This is an optimization exercise on Yosys and OpenROAD, whose aim is small area, a short achievable clock period and few clock cycles per item, not a production implementation. Function not checked in this run: the RTL went through the layout flow alone.

`flow/run.sh`:
```
#!/bin/bash
# synth_recipe.tcl (not shown) runs the flow's synth.tcl, then flattens the netlist and writes it again
# the make line also repeats each setting of config.mk as NAME=value (left out here)
make -C /OpenROAD-flow-scripts/flow DESIGN_CONFIG=/design/flow/config.mk WORK_HOME=/design/flow/orfs CLKGATE_MAP_FILE= SYNTH_SCRIPT=/design/flow/synth_recipe.tcl finish
```
`flow/config.mk`:
```
export PLATFORM = sky130hd
export DESIGN_NAME = square_root32
export DESIGN_NICKNAME = square_root32
export VERILOG_FILES = /design/flow/design.v
export SDC_FILE = /design/flow/constraint.sdc
export NUM_CORES = 4
export LEC_CHECK = 0
export CAP_MARGIN = 20
export CORE_MARGIN = 2
export CORE_UTILIZATION = 40
export SLEW_MARGIN = 20
```
`flow/constraint.sdc`:
```
create_clock -name core_clock -period 15.0 [get_ports {iCLOCK}]
set_input_delay 3.0000 -clock core_clock [delete_from_list [all_inputs] [get_ports {iCLOCK}]]
set_output_delay 3.0000 -clock core_clock [all_outputs]
set_load 0.01 [all_outputs]
```
`flow/design.v`:
```
`default_nettype none
module square_root32_element #(
		parameter P_IN_N = 4,
		parameter P_DFF = 1
	)(
		input wire iCLOCK,
		input wire inRESET,
		input wire iDATA_REQ,
		output wire oDATA_BUSY,
		input wire [P_IN_N/2-1:0] iDATA_P,
		input wire [31:0] iDATA_I,
		output wire oDATA_VALID,
		input wire iDATA_BUSY,
		output wire [P_IN_N/2-1:0] oDATA_P,
		output wire [31:0] oDATA_I
	);
	function [P_IN_N/2-1:0] func_cell_gen;
		input [P_IN_N/2-1:0] func_data_p;
		input [31:0] func_data_i;
		reg [P_IN_N-1:0] func_pri_data;
		begin
			func_pri_data = func_data_p * func_data_p;
			if(func_data_i[31:32-P_IN_N] >= func_pri_data)begin
				func_cell_gen = func_data_p;
			end
			else begin
				func_cell_gen = {func_data_p[P_IN_N/2-1:1], 1'b0};
			end
		end
	endfunction
	generate 
		if(P_DFF)begin
			reg b_buffer_req;
			reg [P_IN_N/2-1:0] b_buffer_p;
			reg [31:0] b_buffer_i;
			always@(posedge iCLOCK or negedge inRESET)begin
				if(!inRESET)begin
					b_buffer_req <= 1'b0;
				end
				else if(iDATA_BUSY)begin
					b_buffer_req <= b_buffer_req;
				end
				else begin
					b_buffer_req <= iDATA_REQ;
				end
			end
			always@(posedge iCLOCK or negedge inRESET)begin
				if(!inRESET)begin
					b_buffer_p <= {P_IN_N/2{1'b0}};
				end
				else if(iDATA_BUSY)begin
					b_buffer_p <= b_buffer_p;
				end
				else begin
					b_buffer_p <= func_cell_gen(iDATA_P, iDATA_I);
				end
			end
			always@(posedge iCLOCK or negedge inRESET)begin
				if(!inRESET)begin
					b_buffer_i <= 32'h0;
				end 
				else if(iDATA_BUSY)begin
					b_buffer_i <= b_buffer_i;
				end
				else begin
					b_buffer_i <= iDATA_I;
				end
			end
			assign oDATA_VALID = b_buffer_req;
			assign oDATA_P = b_buffer_p;
			assign oDATA_I = b_buffer_i;
		end
		else begin
			assign oDATA_VALID = iDATA_REQ;
			assign oDATA_P = func_cell_gen(iDATA_P, iDATA_I);
			assign oDATA_I = iDATA_I;
		end
	endgenerate
	assign oDATA_BUSY = iDATA_BUSY;
endmodule
`default_nettype wire 
`default_nettype none 
module square_root32(
		input wire iCLOCK,
		input wire inRESET,
		input wire iDATA_REQ,
		output wire oDATA_BUSY,
		input wire [31:0] iDATA,
		output wire oDATA_VALID,
		input wire iDATA_BUSY,
		output wire [15:0] oDATA
	);
	localparam P_L_ELEMENTS0_DFF = 0;
	localparam P_L_ELEMENTS1_DFF = 1;
	localparam P_L_ELEMENTS2_DFF = 0;
	localparam P_L_ELEMENTS3_DFF = 1;
	localparam P_L_ELEMENTS4_DFF = 0;
	localparam P_L_ELEMENTS5_DFF = 1;
	localparam P_L_ELEMENTS6_DFF = 0;
	localparam P_L_ELEMENTS7_DFF = 1;
	localparam P_L_ELEMENTS8_DFF = 0;
	localparam P_L_ELEMENTS9_DFF = 1;
	localparam P_L_ELEMENTS10_DFF = 0;
	localparam P_L_ELEMENTS11_DFF = 1;
	localparam P_L_ELEMENTS12_DFF = 0;
	localparam P_L_ELEMENTS13_DFF = 1;
	localparam P_L_ELEMENTS14_DFF = 0;
	localparam P_L_ELEMENTS15_DFF = 1;
	wire [15:0] elements_out_valid;
	wire [15:0] element_out_busy;
	wire [0:0] element_out_p0;
	wire [1:0] element_out_p1;
	wire [2:0] element_out_p2;
	wire [3:0] element_out_p3;
	wire [4:0] element_out_p4;
	wire [5:0] element_out_p5;
	wire [6:0] element_out_p6;
	wire [7:0] element_out_p7;
	wire [8:0] element_out_p8;
	wire [9:0] element_out_p9;
	wire [10:0] element_out_p10;
	wire [11:0] element_out_p11;
	wire [12:0] element_out_p12;
	wire [13:0] element_out_p13;
	wire [14:0] element_out_p14;
	wire [15:0] element_out_p15;
	wire [31:0] element_out_i[0:15];
	square_root32_element #(2, P_L_ELEMENTS0_DFF) SQUARE_ELEMENTS0(
		.iCLOCK(iCLOCK),
		.inRESET(inRESET),
		.iDATA_REQ(iDATA_REQ),
		.oDATA_BUSY(oDATA_BUSY),
		.iDATA_P(1'b1),
		.iDATA_I(iDATA),
		.oDATA_VALID(elements_out_valid[0]),
		.iDATA_BUSY(element_out_busy[0]),
		.oDATA_P(element_out_p0),
		.oDATA_I(element_out_i[0])
	);
	square_root32_element #(4, P_L_ELEMENTS1_DFF) SQUARE_ELEMENTS1(
		.iCLOCK(iCLOCK),
		.inRESET(inRESET),
		.iDATA_REQ(elements_out_valid[0]),
		.oDATA_BUSY(element_out_busy[0]),
		.iDATA_P({element_out_p0, 1'b1}),
		.iDATA_I(element_out_i[0]),
		.oDATA_VALID(elements_out_valid[1]),
		.iDATA_BUSY(element_out_busy[1]),
		.oDATA_P(element_out_p1),
		.oDATA_I(element_out_i[1])
	);
	square_root32_element #(6, P_L_ELEMENTS2_DFF) SQUARE_ELEMENTS2(
		.iCLOCK(iCLOCK),
		.inRESET(inRESET),
		.iDATA_REQ(elements_out_valid[1]),
		.oDATA_BUSY(element_out_busy[1]),
		.iDATA_P({element_out_p1, 1'b1}),
		.iDATA_I(element_out_i[1]),
		.oDATA_VALID(elements_out_valid[2]),
		.iDATA_BUSY(element_out_busy[2]),
		.oDATA_P(element_out_p2),
		.oDATA_I(element_out_i[2])
	);
	square_root32_element #(8, P_L_ELEMENTS3_DFF) SQUARE_ELEMENTS3(
		.iCLOCK(iCLOCK),
		.inRESET(inRESET),
		.iDATA_REQ(elements_out_valid[2]),
		.oDATA_BUSY(element_out_busy[2]),
		.iDATA_P({element_out_p2, 1'b1}),
		.iDATA_I(element_out_i[2]),
		.oDATA_VALID(elements_out_valid[3]),
		.iDATA_BUSY(element_out_busy[3]),
		.oDATA_P(element_out_p3),
		.oDATA_I(element_out_i[3])
	);
	square_root32_element #(10, P_L_ELEMENTS4_DFF) SQUARE_ELEMENTS4(
		.iCLOCK(iCLOCK),
		.inRESET(inRESET),
		.iDATA_REQ(elements_out_valid[3]),
		.oDATA_BUSY(element_out_busy[3]),
		.iDATA_P({element_out_p3, 1'b1}),
		.iDATA_I(element_out_i[3]),
		.oDATA_VALID(elements_out_valid[4]),
		.iDATA_BUSY(element_out_busy[4]),
		.oDATA_P(element_out_p4),
		.oDATA_I(element_out_i[4])
	);
	square_root32_element #(12, P_L_ELEMENTS5_DFF) SQUARE_ELEMENTS5(
		.iCLOCK(iCLOCK),
		.inRESET(inRESET),
		.iDATA_REQ(elements_out_valid[4]),
		.oDATA_BUSY(element_out_busy[4]),
		.iDATA_P({element_out_p4, 1'b1}),
		.iDATA_I(element_out_i[4]),
		.oDATA_VALID(elements_out_valid[5]),
		.iDATA_BUSY(element_out_busy[5]),
		.oDATA_P(element_out_p5),
		.oDATA_I(element_out_i[5])
	);
	square_root32_element #(14, P_L_ELEMENTS6_DFF) SQUARE_ELEMENTS6(
		.iCLOCK(iCLOCK),
		.inRESET(inRESET),
		.iDATA_REQ(elements_out_valid[5]),
		.oDATA_BUSY(element_out_busy[5]),
		.iDATA_P({element_out_p5, 1'b1}),
		.iDATA_I(element_out_i[5]),
		.oDATA_VALID(elements_out_valid[6]),
		.iDATA_BUSY(element_out_busy[6]),
		.oDATA_P(element_out_p6),
		.oDATA_I(element_out_i[6])
	);
	square_root32_element #(16, P_L_ELEMENTS7_DFF) SQUARE_ELEMENTS7(
		.iCLOCK(iCLOCK),
		.inRESET(inRESET),
		.iDATA_REQ(elements_out_valid[6]),
		.oDATA_BUSY(element_out_busy[6]),
		.iDATA_P({element_out_p6, 1'b1}),
		.iDATA_I(element_out_i[6]),
		.oDATA_VALID(elements_out_valid[7]),
		.iDATA_BUSY(element_out_busy[7]),
		.oDATA_P(element_out_p7),
		.oDATA_I(element_out_i[7])
	);
	square_root32_element #(18, P_L_ELEMENTS8_DFF) SQUARE_ELEMENTS8(
		.iCLOCK(iCLOCK),
		.inRESET(inRESET),
		.iDATA_REQ(elements_out_valid[7]),
		.oDATA_BUSY(element_out_busy[7]),
		.iDATA_P({element_out_p7, 1'b1}),
		.iDATA_I(element_out_i[7]),
		.oDATA_VALID(elements_out_valid[8]),
		.iDATA_BUSY(element_out_busy[8]),
		.oDATA_P(element_out_p8),
		.oDATA_I(element_out_i[8])
	);
	square_root32_element #(20, P_L_ELEMENTS9_DFF) SQUARE_ELEMENTS9(
		.iCLOCK(iCLOCK),
		.inRESET(inRESET),
		.iDATA_REQ(elements_out_valid[8]),
		.oDATA_BUSY(element_out_busy[8]),
		.iDATA_P({element_out_p8, 1'b1}),
		.iDATA_I(element_out_i[8]),
		.oDATA_VALID(elements_out_valid[9]),
		.iDATA_BUSY(element_out_busy[9]),
		.oDATA_P(element_out_p9),
		.oDATA_I(element_out_i[9])
	);
	square_root32_element #(22, P_L_ELEMENTS10_DFF) SQUARE_ELEMENTS10(
		.iCLOCK(iCLOCK),
		.inRESET(inRESET),
		.iDATA_REQ(elements_out_valid[9]),
		.oDATA_BUSY(element_out_busy[9]),
		.iDATA_P({element_out_p9, 1'b1}),
		.iDATA_I(element_out_i[9]),
		.oDATA_VALID(elements_out_valid[10]),
		.iDATA_BUSY(element_out_busy[10]),
		.oDATA_P(element_out_p10),
		.oDATA_I(element_out_i[10])
	);
	square_root32_element #(24, P_L_ELEMENTS11_DFF) SQUARE_ELEMENTS11(
		.iCLOCK(iCLOCK),
		.inRESET(inRESET),
		.iDATA_REQ(elements_out_valid[10]),
		.oDATA_BUSY(element_out_busy[10]),
		.iDATA_P({element_out_p10, 1'b1}),
		.iDATA_I(element_out_i[10]),
		.oDATA_VALID(elements_out_valid[11]),
		.iDATA_BUSY(element_out_busy[11]),
		.oDATA_P(element_out_p11),
		.oDATA_I(element_out_i[11])
	);
	square_root32_element #(26, P_L_ELEMENTS12_DFF) SQUARE_ELEMENTS12(
		.iCLOCK(iCLOCK),
		.inRESET(inRESET),
		.iDATA_REQ(elements_out_valid[11]),
		.oDATA_BUSY(element_out_busy[11]),
		.iDATA_P({element_out_p11, 1'b1}),
		.iDATA_I(element_out_i[11]),
		.oDATA_VALID(elements_out_valid[12]),
		.iDATA_BUSY(element_out_busy[12]),
		.oDATA_P(element_out_p12),
		.oDATA_I(element_out_i[12])
	);
	square_root32_element #(28, P_L_ELEMENTS13_DFF) SQUARE_ELEMENTS13(
		.iCLOCK(iCLOCK),
		.inRESET(inRESET),
		.iDATA_REQ(elements_out_valid[12]),
		.oDATA_BUSY(element_out_busy[12]),
		.iDATA_P({element_out_p12, 1'b1}),
		.iDATA_I(element_out_i[12]),
		.oDATA_VALID(elements_out_valid[13]),
		.iDATA_BUSY(element_out_busy[13]),
		.oDATA_P(element_out_p13),
		.oDATA_I(element_out_i[13])
	);
	square_root32_element #(30, P_L_ELEMENTS14_DFF) SQUARE_ELEMENTS14(
		.iCLOCK(iCLOCK),
		.inRESET(inRESET),
		.iDATA_REQ(elements_out_valid[13]),
		.oDATA_BUSY(element_out_busy[13]),
		.iDATA_P({element_out_p13, 1'b1}),
		.iDATA_I(element_out_i[13]),
		.oDATA_VALID(elements_out_valid[14]),
		.iDATA_BUSY(element_out_busy[14]),
		.oDATA_P(element_out_p14),
		.oDATA_I(element_out_i[14])
	);
	square_root32_element #(32, P_L_ELEMENTS15_DFF) SQUARE_ELEMENTS15(
		.iCLOCK(iCLOCK),
		.inRESET(inRESET),
		.iDATA_REQ(elements_out_valid[14]),
		.oDATA_BUSY(element_out_busy[14]),
		.iDATA_P({element_out_p14, 1'b1}),
		.iDATA_I(element_out_i[14]),
		.oDATA_VALID(elements_out_valid[15]),
		.iDATA_BUSY(element_out_busy[15]),
		.oDATA_P(element_out_p15),
		.oDATA_I(element_out_i[15])
	);
	assign oDATA_VALID = elements_out_valid[15];
	assign element_out_busy[15] = iDATA_BUSY;
	assign oDATA = element_out_p15;
endmodule
`default_nettype wire 
```
==> results.txt <==
-- area by class of cell --
cell class,instances,area (µm²),area share (%)
Multi-Input combinational cell,3438,35930,69.70
Sequential cell,304,7614,14.77
Inverter,973,3660,7.100
Tap cell,1536,1922,3.728
Timing Repair Buffer,132,1137,2.206
Clock buffer,50,1056,2.049
Clock inverter,18,226.5,0.4393
Antenna cell,1,2.502,0.004854
-- kinds of logic (layout without fill, tap and decap cells) --
| family | Yosys count | after routing | synth area share, % |
|---|---|---|---|
| xor+xnor | 243 | 243 | 4.476 |
| fa+ha+maj | 1418 | 1418 | 47.41 |
| mux | 250 | 250 | 5.916 |
| buf+inv | 1083 | 1173 | 8.574 |
| simple gates | 849 | 849 | 8.379 |
| compound gates | 678 | 678 | 9.248 |
| other cells | 0 | 1 | 0 |
| flops | 304 | 304 | 16.00 |
-- metal layers --
| metal | up-vias | share of wire, % | global-route usage [%] |
|---|---|---|---|
| met4 | 0 | 2.6 | 4.759 |
| met1 | 16380 | 46 | 25.48 |
| met3 | 134 | 3.6 | 1.852 |
| met2 | 527 | 48 | 32.44 |
| met5 | - | 0 | 0 |
| li1 | 15780 | - | - |
-- worst paths after layout --
path                                                    startpoint                                 endpoint  slack, ps  cells past startpoint
setup / recovery           SQUARE_ELEMENTS13.genblk1.b_buffer_p[0]  SQUARE_ELEMENTS15.genblk1.b_buffer_p[0]        710                     57
hold / removal             SQUARE_ELEMENTS15.genblk1.b_buffer_p[5]  SQUARE_ELEMENTS15.genblk1.b_buffer_p[5]        480                      2
setup reg to reg           SQUARE_ELEMENTS13.genblk1.b_buffer_p[0]  SQUARE_ELEMENTS15.genblk1.b_buffer_p[0]        710                     57
hold reg to reg            SQUARE_ELEMENTS15.genblk1.b_buffer_p[5]  SQUARE_ELEMENTS15.genblk1.b_buffer_p[5]        480                      2
max in group asynchronous                                  inRESET  SQUARE_ELEMENTS15.genblk1.b_buffer_p[6]      10290                      3
min in group asynchronous                                  inRESET   SQUARE_ELEMENTS9.genblk1.b_buffer_p[7]       2420                      1
-- through the flow --
stage,area [µm²],setup WS (ps)
final,51550,706.6
after global routing,51550,-12.51
after CTS,51390,100.2
after detailed placement,50110,-1.714
after floorplan,47540,505.8
after global placement,50110,344.0
-- critical path, delay by kind of cell (launching register included) --
kind            cells  cell delay, ps
simple gates        9            1620
xor+xnor            2             320
buf+inv            11             830
flops               1             460
compound gates     19            3530
fa+ha+maj          16            7330
-- flip-flops by register name, indices dropped and copies added (netlist names), 12 cells and up --
name / cells
SQUARE_ELEMENTS13.genblk1.b_buffer_i: 32
SQUARE_ELEMENTS7.genblk1.b_buffer_i: 32
SQUARE_ELEMENTS11.genblk1.b_buffer_i: 32
SQUARE_ELEMENTS13.genblk1.b_buffer_p: 14
SQUARE_ELEMENTS3.genblk1.b_buffer_i: 32
SQUARE_ELEMENTS15.genblk1.b_buffer_p: 16
SQUARE_ELEMENTS11.genblk1.b_buffer_p: 12
SQUARE_ELEMENTS9.genblk1.b_buffer_i: 32
SQUARE_ELEMENTS1.genblk1.b_buffer_i: 32
SQUARE_ELEMENTS5.genblk1.b_buffer_i: 32
-- repair_timing --
| action | CTS | global route |
|---|---|---|
| setup buffers | 0 | 9 |
| cloned | 0 | 0 |
| setup endpoints to repair | 1 | 1 |
| resized for setup | 2 | 28 |
| hold buffers | 0 | 0 |
| pin swaps | 0 | 7 |
-- cells in the final DEF, fill, tap and decap left out, types with 70 or more instances in the layout --
cell type  synthesis  layout
o21ai_0          157     155
mux2_2           248     248
xor2_1            93      93
and2_1            70      70
fa_1             639     637
a21oi_1          189     188
dfrtp_1          304     299
xnor2_1          150     150
nor2_1           219     216
ha_1             779     778
inv_1            958     958
a21o_1           106     106
buf_4              2      78
nand2_1          287     287
==> results.yml <==
synth:
  synth_top_area_share_pct: 26.91
  synth-seq-cells: 304
  synth_flop_cell: "dfrtp_1"
  synth_warnings: 18
  synth_area_um2: 47540
  yosys-top-cells-count: "958 x inv_1, 779 x ha_1, 639 x fa_1"
  ys_seq_area_share_pct: 16.00
  synth_cells: 4825
  yosysMostFrequentCell: "inv_1"
  syn_nets: 6279
  synth_top_cells_by_area: "fa_1 27%, ha_1 21%, dfrtp_1 16%"
  synth_top_cell_by_area: "fa_1"
  synth.distinct_cells: 88
  syn_area_per_cell_um2: 9.854
  ys_async_sr_fraction_pct: 100.0
  synth-edff-count: 0
critical_path:
  crit_fanout: 11
  worstPathRequired_ps: 15450
  cp-end-kind: "register"
  cp_slowest_cell: "fa_2"
  cp_slowest_stage_delay_ps: 620
  crit_type: "reg2reg"
  crit_top_cell: "fa_1"
  start_kind: "register"
  arrival_ps: 14750
route:
  dr.pass1.iters: 5
  drc: 0
  wirelength_um: 111900
  antenna_left: 0
  viasPerCell: 5.087
  via_count: 32820
  wl_per_cell_um: 17.34
  drt_iter0_drc: 1573
sta:
  fin_crit_sh_pct: 95.29
  setup_tns_ps: 0
  post-route-min-period_ps: 14290
  clock.fmax_ghz: 0.06996
  worst_pin_slew_ps: 973.3
  final-max-slew-violation-count: 0
  slew_headroom_pct: 35.11
  hold_violations: 0
  fin_skew_ps: 22.81
  whs_ps: 479.8
  setup_violations: 0
cts:
  clock_sinks: 304
  cts_max_path_buffers: 3
  htree_num_levels: 2
  numCtsBuffers: 37
  clkLatencyLatePin_ps: 580
  clk_pin_slew_ps: 60
  cts_tree: "yes"
  clockRootBuffer: "clkbuf_16"
flow_run:
  maxCapViolCount: 0
placement:
  placedCellCount: 6374
  gp_congestion: 0.9114
  dp_hpwl_um: 93130
  port_buffers: 53
grt:
  grt_pass1_vias: 34290
  grt_use_total_pct: 18.88
  grt_max_degree: 102
  antenna_found_initial: 3
  grt_first_pass_wirelength_um: 183100
  grt_overflow: 0
worst_hold_path:
  hp-class: "reg2reg"
floorplan:
  start_util_pct: 40.32
  fp-row-count: 126
  core_um2: 117900
  dieHeight_um: 348.8
  ios: 54
  die_w_um: 348.8
  fp.dieArea_um2: 121600
finish:
  drive_gt1_share_pct: 9.400
  num-fill-cells: 11360
  fin_util_pct: 43.71
  synthToLayoutAreaGrowth_pct: 8.424
  fin_nets: 6340
  instances_no_fill: 6452
run_status:
  status: "timing/DRC/antenna clean"

-- separate check: timing with driven ports --
The flow's constraints put no driver on any port. The routed layout listed below was extracted and timed again, unchanged, in two steps.
Step 1 (the two cells are an assumption about what drives the block):
set clk [get_ports {iCLOCK}]
set_driving_cell -lib_cell sky130_fd_sc_hd__clkbuf_16 $clk
set_driving_cell -lib_cell sky130_fd_sc_hd__buf_2 [delete_from_list [all_inputs] $clk]
Step 2 also shifts input and output timing later by t, the mid clock arrival at the registers, as if the neighbouring blocks saw the same clock.
Slacks: no drivers / after step 1 / after step 2; pairs: no drivers / after step 1.
shift t [ns]: 0.646
setup slack, ns: 0.707 / 0.707 / 0.707
hold WS [ns]: 0.480 / 0.480 / 0.480
After both steps setup and hold are still met in this run. The setup slack of this run moves by 0.000 ns with the drivers and by 0.000 ns with both steps.
